This is an optimization exercise on Yosys and OpenROAD, whose aim is small area, a short achievable clock period and few clock cycles per item, not a production implementation. The RTL was checked by simulation tests, not by an equivalence proof against the original design.

Design INV, start of the top module:
module INV #(
    parameter DATA_W    = 32,
    parameter INT_BITS  = 8,
    parameter FRAC_BITS = 24,
    parameter N_ITER    = 3
)(
    input  wire                 clk,
    input  wire                 rstn,
    input  wire                 start,
    input  wire [DATA_W-1:0]    dd,      
    output wire [DATA_W-1:0]    q,       
    output reg                  done
);
==> flow/config.mk <==
export PLATFORM = sky130hd
export DESIGN_NAME = INV
export DESIGN_NICKNAME = INV
export VERILOG_FILES = /design/flow/design.v
export SDC_FILE = /design/flow/constraint.sdc
export NUM_CORES = 4
export LEC_CHECK = 0
export CAP_MARGIN = 20
export CORE_MARGIN = 2
export CORE_UTILIZATION = 40
export SLEW_MARGIN = 20
export SYNTH_HIERARCHICAL = 1
export SYNTH_MINIMUM_KEEP_SIZE = 0
export SETUP_SLACK_MARGIN = 5.3
==> flow/constraint.sdc <==
create_clock -name core_clock -period 12.0 [get_ports {clk}]
set_input_delay 2.4000 -clock core_clock [delete_from_list [all_inputs] [get_ports {clk}]]
set_output_delay 2.4000 -clock core_clock [all_outputs]
set_load 0.01 [all_outputs]
standard.sh (not shown) runs the stock make flow with config.mk's settings and CLKGATE_MAP_FILE= SYNTH_SCRIPT=/design/flow/synth_recipe.tcl, a recipe that flattens the netlist after the stock synthesis.
==> flow/flow/run.sh <==
#!/bin/bash
set -euo pipefail
cat >> config.mk <<'EOC'
export SETUP_SLACK_MARGIN = 5.3
EOC
bash standard.sh > standard_flow.log 2>&1
The baseline passed the timing, DRC and antenna checks.
Testbench counts at the start, summed over its fixed seeds: cycles 9,600, items 1,600.
==> next run, changes <==
==> flow/run.sh (new file) <==
#!/bin/bash
# synth_recipe.tcl (not shown) runs the flow's synth.tcl, then flattens the netlist and writes it again
# the make line also repeats each setting of config.mk as NAME=value (left out here)
make -C /OpenROAD-flow-scripts/flow DESIGN_CONFIG=/design/flow/config.mk WORK_HOME=/design/flow/orfs CLKGATE_MAP_FILE= SYNTH_SCRIPT=/design/flow/synth_recipe.tcl finish
PLACE_DENSITY = 0.7   (was not set)
SETUP_SLACK_MARGIN = 5   (was 5.3)
removed: flow/flow/run.sh
removed: flow/standard.sh
Worst setup slack loses 0.33 ns. Synthesized cell count stays the same. Design area came out lower slightly. Clock skew came out lower by 0.0053 ns.


Another version of the RTL of INV (not shown whole).
For scale: roughly 3,200 cells after synthesis, roughly 85 flip-flops, about 0.026 mm2 of cells after synthesis.
clock: 12.0 ns
lec_check: 0
abc_area: 1
cap_margin: 20
core_margin: 2
core_utilization: 40
slew_margin: 20
synth_hierarchical: 1
synth_minimum_keep_size: 0
setup_slack_margin: 6.1
==> flow/flow/run.sh <==
#!/bin/bash
set -euo pipefail
cat >> config.mk <<'EOC'
export SETUP_SLACK_MARGIN = 6.1
EOC
bash standard.sh > standard_flow.log 2>&1
Testbench counts at the start, summed over its fixed seeds: cycles 9,600, items 1,600.
Change:
==> flow/run.sh (new file) <==
#!/bin/bash
# synth_recipe.tcl (not shown) runs the flow's synth.tcl, then flattens the netlist and writes it again
# the make line also repeats each setting of config.mk as NAME=value (left out here)
make -C /OpenROAD-flow-scripts/flow DESIGN_CONFIG=/design/flow/config.mk WORK_HOME=/design/flow/orfs CLKGATE_MAP_FILE= SYNTH_SCRIPT=/design/flow/synth_recipe.tcl finish
ABC_AREA = not set   (was 1)
SETUP_SLACK_MARGIN = 5   (was 6.1)
removed: flow/flow/run.sh
removed: flow/standard.sh
Result: Design area falls by about 11%. Flip-flop and latch count stays the same. Cell count drops by about 17%. Setup slack loses 890 ps. Non-clock buffer count decreases by 72.


v9:
RTL: one of the versions met above, not the one the previous note started from.
Size in the first run: about 2700 cells after synthesis, ~85 flip-flops, about 68 I/O pins.
clock: 12.0 ns
lec_check: 0
cap_margin: 20
core_margin: 2
core_utilization: 40
setup_slack_margin: 5
slew_margin: 20
synth_hierarchical: 1
synth_minimum_keep_size: 0
run.sh (not shown) runs the stock make flow with config.mk's settings and CLKGATE_MAP_FILE= SYNTH_SCRIPT=/design/flow/synth_recipe.tcl, a recipe that flattens the netlist after the stock synthesis.
Stock flow here: none of the scripts above is used.
Testbench counts of v9, summed over its fixed seeds: cycles 9,600, items 1,600.
#### Input delta (v28 over v9)
-- flow/config.mk --
<<< v9, line 6
export NUM_CORES = 4
export LEC_CHECK = 0
export CAP_MARGIN = 20
export CORE_MARGIN = 2
>>> v28, line 6
export NUM_CORES = 4
export LEC_CHECK = 0
export ABC_AREA = 1
export CAP_MARGIN = 20
export CORE_MARGIN = 2
Findings:
Compared with v9, v28 shows a number of filler cells placed in the layout that is 539 higher. The final reports for v28 and v9 show area of placed instances higher in the former. Summary — routing usage on met2, v28 relative to v9: higher, by 4.2 points. When the final numbers for v28 and v9 were put side by side, the slew at the pin closest to its max-slew limit turned out to be greater in v28.
What v27 does differently from v28 at the input level:
==> flow/flow/run.sh (new file) <==
#!/bin/bash
set -euo pipefail
cat >> config.mk <<'EOC'
export SETUP_SLACK_MARGIN = 6.0
EOC
bash standard.sh > standard_flow.log 2>&1
==> flow/standard.sh (new file) <==
#!/bin/bash
# synth_recipe.tcl (not shown) runs the flow's synth.tcl, then flattens the netlist and writes it again
# the make line also repeats each setting of config.mk as NAME=value (left out here)
make -C /OpenROAD-flow-scripts/flow DESIGN_CONFIG=/design/flow/config.mk WORK_HOME=/design/flow/orfs CLKGATE_MAP_FILE= SYNTH_SCRIPT=/design/flow/synth_recipe.tcl "${@:-finish}"
==> flow/config.mk <==
export PLATFORM = sky130hd
export DESIGN_NAME = INV
export DESIGN_NICKNAME = INV
export VERILOG_FILES = /design/flow/design.v
export SDC_FILE = /design/flow/constraint.sdc
export NUM_CORES = 4
export LEC_CHECK = 0
export CAP_MARGIN = 20
export CORE_MARGIN = 2
export CORE_UTILIZATION = 40
export SLEW_MARGIN = 20
export SYNTH_HIERARCHICAL = 1
export SYNTH_MINIMUM_KEEP_SIZE = 0
export SETUP_SLACK_MARGIN = 6.0
removed: flow/run.sh
- Having completed the whole flow, v27 delivered a layout that passed the timing, DRC and antenna checks.
- The setup slack of v27 is larger than that of v28.
- Summary of the comparison: depth of the worst hold-timing path is higher in v27, relative to v28.
- v28 vs v27, critical path capture point: a[26]$_DFF_P_ vs a[31]$_DFF_P_
- Between v27 and v28, it is v27 whose overall global routing resource usage is higher, by 0.82 points.
- The area after synthesis in v27 is 0.934 times that in v28.
- Looking at most common cell after layout, fill and taps aside, the sky130_fd_sc_hd__nand2_1 result is from v28; the sky130_fd_sc_hd__xnor2_1 one comes from v27.
- v28 -> v27: routed wire length on met3 increased by more than a quarter
- In v27, the met2 wire length came out 2400 µm below the value in v28.
- [compare] base=v28 new=v27: via count down 1455; cell area up about 6.4%.


== onyx ==
INV with an RTL version that a note above also has.
Size: ~3200 cells after synthesis, about 85 flip-flops, roughly 68 I/O pins, ~26000 µm² of cells after synthesis.
clock: 12.0 ns
lec_check: 0
abc_area: 1
cap_margin: 20
core_margin: 2
core_utilization: 40
slew_margin: 20
synth_hierarchical: 1
synth_minimum_keep_size: 0
setup_slack_margin: 5.5
standard.sh (not shown) runs the stock make flow with config.mk's settings and CLKGATE_MAP_FILE= SYNTH_SCRIPT=/design/flow/synth_recipe.tcl, a recipe that flattens the netlist after the stock synthesis.
==> flow/flow/run.sh <==
#!/bin/bash
set -euo pipefail
cat >> config.mk <<'EOC'
export SETUP_SLACK_MARGIN = 5.5
EOC
bash standard.sh > standard_flow.log 2>&1
onyx went all the way through the flow, and no timing, DRC or antenna check failed.
Testbench counts of onyx, summed over its fixed seeds: cycles 9,600, items 1,600.
Input-level comparison between yarrow and onyx:
- swapping 5.5 for 6.0 in SETUP_SLACK_MARGIN
- clearing ABC_AREA, which used to be 1
==> flow/flow/run.sh <==
#!/bin/bash
set -euo pipefail
cat >> config.mk <<'EOC'
export SETUP_SLACK_MARGIN = 6.0
EOC
bash standard.sh > standard_flow.log 2>&1
==> run summary <==
Looking only at number of cells on the worst reg-to-reg path, and setting everything else aside, the lower value of onyx and yarrow goes to yarrow. Diff onyx -> yarrow: register share of the cell area lost 0.19 points; tapcell count saw a decrease. In terms of count of clock-buffer cells in the layout, onyx and yarrow differ only marginally. Utilization onyx -> yarrow: up. In the tables for onyx and yarrow, global-route met2 utilization reads higher with yarrow.
The inputs of sierra differ from those of yarrow as listed below.
- a change of SETUP_SLACK_MARGIN from 6.0 to 5.4
- an added ABC_AREA of 1
==> flow/flow/run.sh <==
#!/bin/bash
set -euo pipefail
cat >> config.mk <<'EOC'
export SETUP_SLACK_MARGIN = 5.4
EOC
bash standard.sh > standard_flow.log 2>&1
==> run summary <==
- Per the comparison of sierra with yarrow, final weighted congestion of routability-driven global placement went up by about 6%, peak clock frequency supported by timing lost 2.8%, number of well taps +9.
- Re multi-input gate area in the final layout: yarrow was higher than sierra.
- Cell area | sierra vs yarrow | sierra smaller
- Summary of the comparison: smallest hold slack is lower in sierra, relative to yarrow.
Here is what was changed in the inputs of quartz compared with sierra.
- SETUP_SLACK_MARGIN now 5.3, was 5.4
==> flow/flow/run.sh <==
#!/bin/bash
set -euo pipefail
cat >> config.mk <<'EOC'
export SETUP_SLACK_MARGIN = 5.3
EOC
bash standard.sh > standard_flow.log 2>&1
==> run summary <==
quartz completed; timing, DRC and antenna clean
The flow did not stop early for sierra: all stages ran, and the layout cleared the timing, DRC and antenna checks.
In terms of required time at the worst-slack endpoint, sierra and quartz differ only marginally.
As far as number of max-cap violations goes, quartz and sierra are indistinguishable; the numbers are identical.
Compared to sierra, quartz has largest stage delay on the critical path 110 ps higher.
Diff sierra -> quartz | final design area excluding fillers | decrease of 0.62%
Between sierra and quartz, the difference in share of cell area taken by flip-flops and latches is negligible.
Run comparison: sierra startpoint of the most critical setup path b_neg[3]; quartz startpoint of the most critical setup path a[3]
Compared with sierra, quartz degrades worst max-slew margin expressed relative to the limit.
Compared sierra against quartz; clock distribution area overhead in the final layout within noise.


the reference run:
INV with an RTL version that a note above also has.
Size: ~2700 cells after synthesis, roughly 85 flip-flops, roughly 68 I/O pins, roughly 0.025 mm2 of cells after synthesis.
Settings: LEC_CHECK=0, CAP_MARGIN=20, CORE_MARGIN=2, CORE_UTILIZATION=30, SETUP_SLACK_MARGIN=5, SLEW_MARGIN=20, SYNTH_HIERARCHICAL=1, SYNTH_MINIMUM_KEEP_SIZE=0; clock period 12.0 ns.
run.sh (not shown) runs the stock make flow with config.mk's settings and CLKGATE_MAP_FILE= SYNTH_SCRIPT=/design/flow/synth_recipe.tcl, a recipe that flattens the netlist after the stock synthesis.
Stock flow here: none of the scripts above is used.
Testbench counts of the reference run, summed over its fixed seeds: cycles 9,600, items 1,600.
The following lists how the trial run was set up differently from the reference run:
- SETUP_SLACK_MARGIN now 5.6, was 5
- CORE_UTILIZATION now 40, was 30
==> flow/flow/run.sh (new file) <==
#!/bin/bash
set -euo pipefail
cat >> config.mk <<'EOC'
export SETUP_SLACK_MARGIN = 5.6
EOC
bash standard.sh > standard_flow.log 2>&1
==> flow/standard.sh (new file) <==
#!/bin/bash
# synth_recipe.tcl (not shown) runs the flow's synth.tcl, then flattens the netlist and writes it again
# the make line also repeats each setting of config.mk as NAME=value (left out here)
make -C /OpenROAD-flow-scripts/flow DESIGN_CONFIG=/design/flow/config.mk WORK_HOME=/design/flow/orfs CLKGATE_MAP_FILE= SYNTH_SCRIPT=/design/flow/synth_recipe.tcl "${@:-finish}"
removed: flow/run.sh
--- outcome ---
- The trial run did not stop at any stage, and its layout met the timing, DRC and antenna checks.
- Against the reference run, the trial run comes in 13% lower on die height.
- Looking at core utilization, the trial run sits above the reference run.
- The met2 capacity usage during global routing number comes out higher for the trial run vs the reference run.
- met4 as the highest layer used for signal routing was reported by the reference run, and met5 by the trial run.
- Changes observed in the trial run relative to the reference run: die area decreased by about 25% relative to the old numbers; first-pass GRT wire length picked up an extra about 5%.
- The trial run vs. the reference run: setup slack went up, via count went up, fill cell total of the finished layout went down.
- The maximum achievable frequency of the trial run is higher than that of the reference run.


INV with an RTL version that a note above also has.
For scale: roughly 3200 cells after synthesis, ~85 flip-flops, about 68 I/O pins.
==> flow/config.mk <==
export PLATFORM = sky130hd
export DESIGN_NAME = INV
export DESIGN_NICKNAME = INV
export VERILOG_FILES = /design/flow/design.v
export SDC_FILE = /design/flow/constraint.sdc
export NUM_CORES = 4
export LEC_CHECK = 0
export ABC_AREA = 1
export CAP_MARGIN = 20
export CORE_MARGIN = 2
export CORE_UTILIZATION = 40
export SLEW_MARGIN = 20
export SYNTH_HIERARCHICAL = 1
export SYNTH_MINIMUM_KEEP_SIZE = 0
export SETUP_SLACK_MARGIN = 5.7
==> flow/constraint.sdc <==
create_clock -name core_clock -period 12.0 [get_ports {clk}]
set_input_delay 2.4000 -clock core_clock [delete_from_list [all_inputs] [get_ports {clk}]]
set_output_delay 2.4000 -clock core_clock [all_outputs]
set_load 0.01 [all_outputs]
standard.sh (not shown) runs the stock make flow with config.mk's settings and CLKGATE_MAP_FILE= SYNTH_SCRIPT=/design/flow/synth_recipe.tcl, a recipe that flattens the netlist after the stock synthesis.
==> flow/flow/run.sh <==
#!/bin/bash
set -euo pipefail
cat >> config.mk <<'EOC'
export SETUP_SLACK_MARGIN = 5.7
EOC
bash standard.sh > standard_flow.log 2>&1
The first run finished with timing, DRC and antenna clean.
Testbench counts at the start, summed over its fixed seeds: cycles 9,600, items 1,600.
Change:
==> flow/run.sh (new file) <==
#!/bin/bash
# synth_recipe.tcl (not shown) runs the flow's synth.tcl, then flattens the netlist and writes it again
# the make line also repeats each setting of config.mk as NAME=value (left out here)
make -C /OpenROAD-flow-scripts/flow DESIGN_CONFIG=/design/flow/config.mk WORK_HOME=/design/flow/orfs CLKGATE_MAP_FILE= SYNTH_SCRIPT=/design/flow/synth_recipe.tcl finish
Settings changed: SETUP_SLACK_MARGIN 5.7 to 5.
removed: flow/flow/run.sh
removed: flow/standard.sh
The new run went through all stages and came out clean.
Routed wire length falls by a few percent.
Design area is lower by a few percent.
Sequential cell count does not change.


Another version of the RTL of INV (not shown whole).
Size: ~3500 cells after synthesis, about 68 I/O pins, ~29000 sq um of cells after synthesis.
==> flow/config.mk <==
export PLATFORM = sky130hd
export DESIGN_NAME = INV
export DESIGN_NICKNAME = INV
export VERILOG_FILES = /design/flow/design.v
export SDC_FILE = /design/flow/constraint.sdc
export NUM_CORES = 4
export LEC_CHECK = 0
export ABC_AREA = 1
export CAP_MARGIN = 20
export CORE_MARGIN = 2
export CORE_UTILIZATION = 60
export PLACE_DENSITY = 0.75
export SETUP_SLACK_MARGIN = 5
export SLEW_MARGIN = 20
export SYNTH_HIERARCHICAL = 1
export SYNTH_MINIMUM_KEEP_SIZE = 0
==> flow/constraint.sdc <==
create_clock -name core_clock -period 12.0 [get_ports {clk}]
set_input_delay 2.4000 -clock core_clock [delete_from_list [all_inputs] [get_ports {clk}]]
set_output_delay 2.4000 -clock core_clock [all_outputs]
set_load 0.01 [all_outputs]
run.sh (not shown) runs the stock make flow with config.mk's settings and CLKGATE_MAP_FILE= SYNTH_SCRIPT=/design/flow/synth_recipe.tcl, a recipe that flattens the netlist after the stock synthesis.
Stock flow here: none of the scripts above is used.
Testbench counts at the start, summed over its fixed seeds: cycles 9,600, items 1,600.
==> next run, changes <==
CORE_UTILIZATION = 40   (was 60)
PLACE_DENSITY = unset   (was 0.75)
What happened: Wire length goes up slightly. Synthesized area is unchanged. Flip-flop and latch count does not change. Critical path depth goes down by 1. Global-route usage goes down by 15 points.

[afterwards: timing with drivers on the ports]
The results above use ideal ports. As a check the final layouts listed here were re-extracted and re-timed, cells and wires unchanged.
Step 1: set_driving_cell puts a clkbuf_16 on clk and a buf_2 on each other input, an assumption about the parent block.
Step 2 moves the port delays by t, midway between the first and last clock arrival at a register: inputs arrive t later, outputs are due t later. That takes back most of the time a late clock gives input paths.
Three values: no drivers, after step 1, after step 2; two values: the first two.
| run | t (ns) | setup WS [ns] | clock arrival spread, ns | worst slew at a driven data input, ns | pins driven straight from the clock port |
|---|---|---|---|---|---|
| the first run of note 1 | 0.394 | 5.470 / 5.470 / 5.470 | 0.015 / 0.014 | 0.05 | 1 |
| the second run of note 1 | 0.396 | 5.144 / 5.144 / 5.144 | 0.009 / 0.009 | 0.05 | 1 |
| the first run of note 2 | 0.401 | 5.946 / 5.946 / 5.946 | 0.011 / 0.012 | 0.04 | 1 |
| the second run of note 2 | 0.401 | 5.061 / 5.061 / 5.061 | 0.017 / 0.018 | 0.07 | 1 |
| v9 | 0.398 | 5.183 / 5.183 / 5.183 | 0.017 / 0.017 | 0.05 | 1 |
| v28 | 0.409 | 5.231 / 5.231 / 5.231 | 0.016 / 0.015 | 0.10 | 1 |
| v27 | 0.402 | 5.796 / 5.796 / 5.796 | 0.017 / 0.017 | 0.05 | 1 |
| onyx | 0.395 | 5.724 / 5.724 / 5.724 | 0.011 / 0.012 | 0.04 | 1 |
| yarrow | 0.390 | 5.747 / 5.747 / 5.747 | 0.014 / 0.015 | 0.05 | 1 |
| sierra | 0.397 | 5.564 / 5.564 / 5.564 | 0.010 / 0.010 | 0.04 | 1 |
| quartz | 0.400 | 5.545 / 5.545 / 5.545 | 0.011 / 0.011 | 0.04 | 1 |
| the reference run | 0.394 | 5.179 / 5.179 / 5.179 | 0.013 / 0.012 | 0.04 | 1 |
| the trial run | 0.394 | 5.714 / 5.714 / 5.714 | 0.016 / 0.016 | 0.05 | 1 |
| the first run of note 6 | 0.398 | 5.846 / 5.846 / 5.846 | 0.010 / 0.011 | 0.04 | 1 |
| the second run of note 6 | 0.396 | 5.316 / 5.316 / 5.316 | 0.011 / 0.011 | 0.04 | 1 |
| the first run of note 7 | 0.493 | 5.062 / 5.062 / 5.062 | 0.011 / 0.012 | 0.05 | 1 |
| the second run of note 7 | 0.490 | 5.189 / 5.189 / 5.189 | 0.010 / 0.009 | 0.05 | 1 |
After both steps every run listed still meets setup and hold.
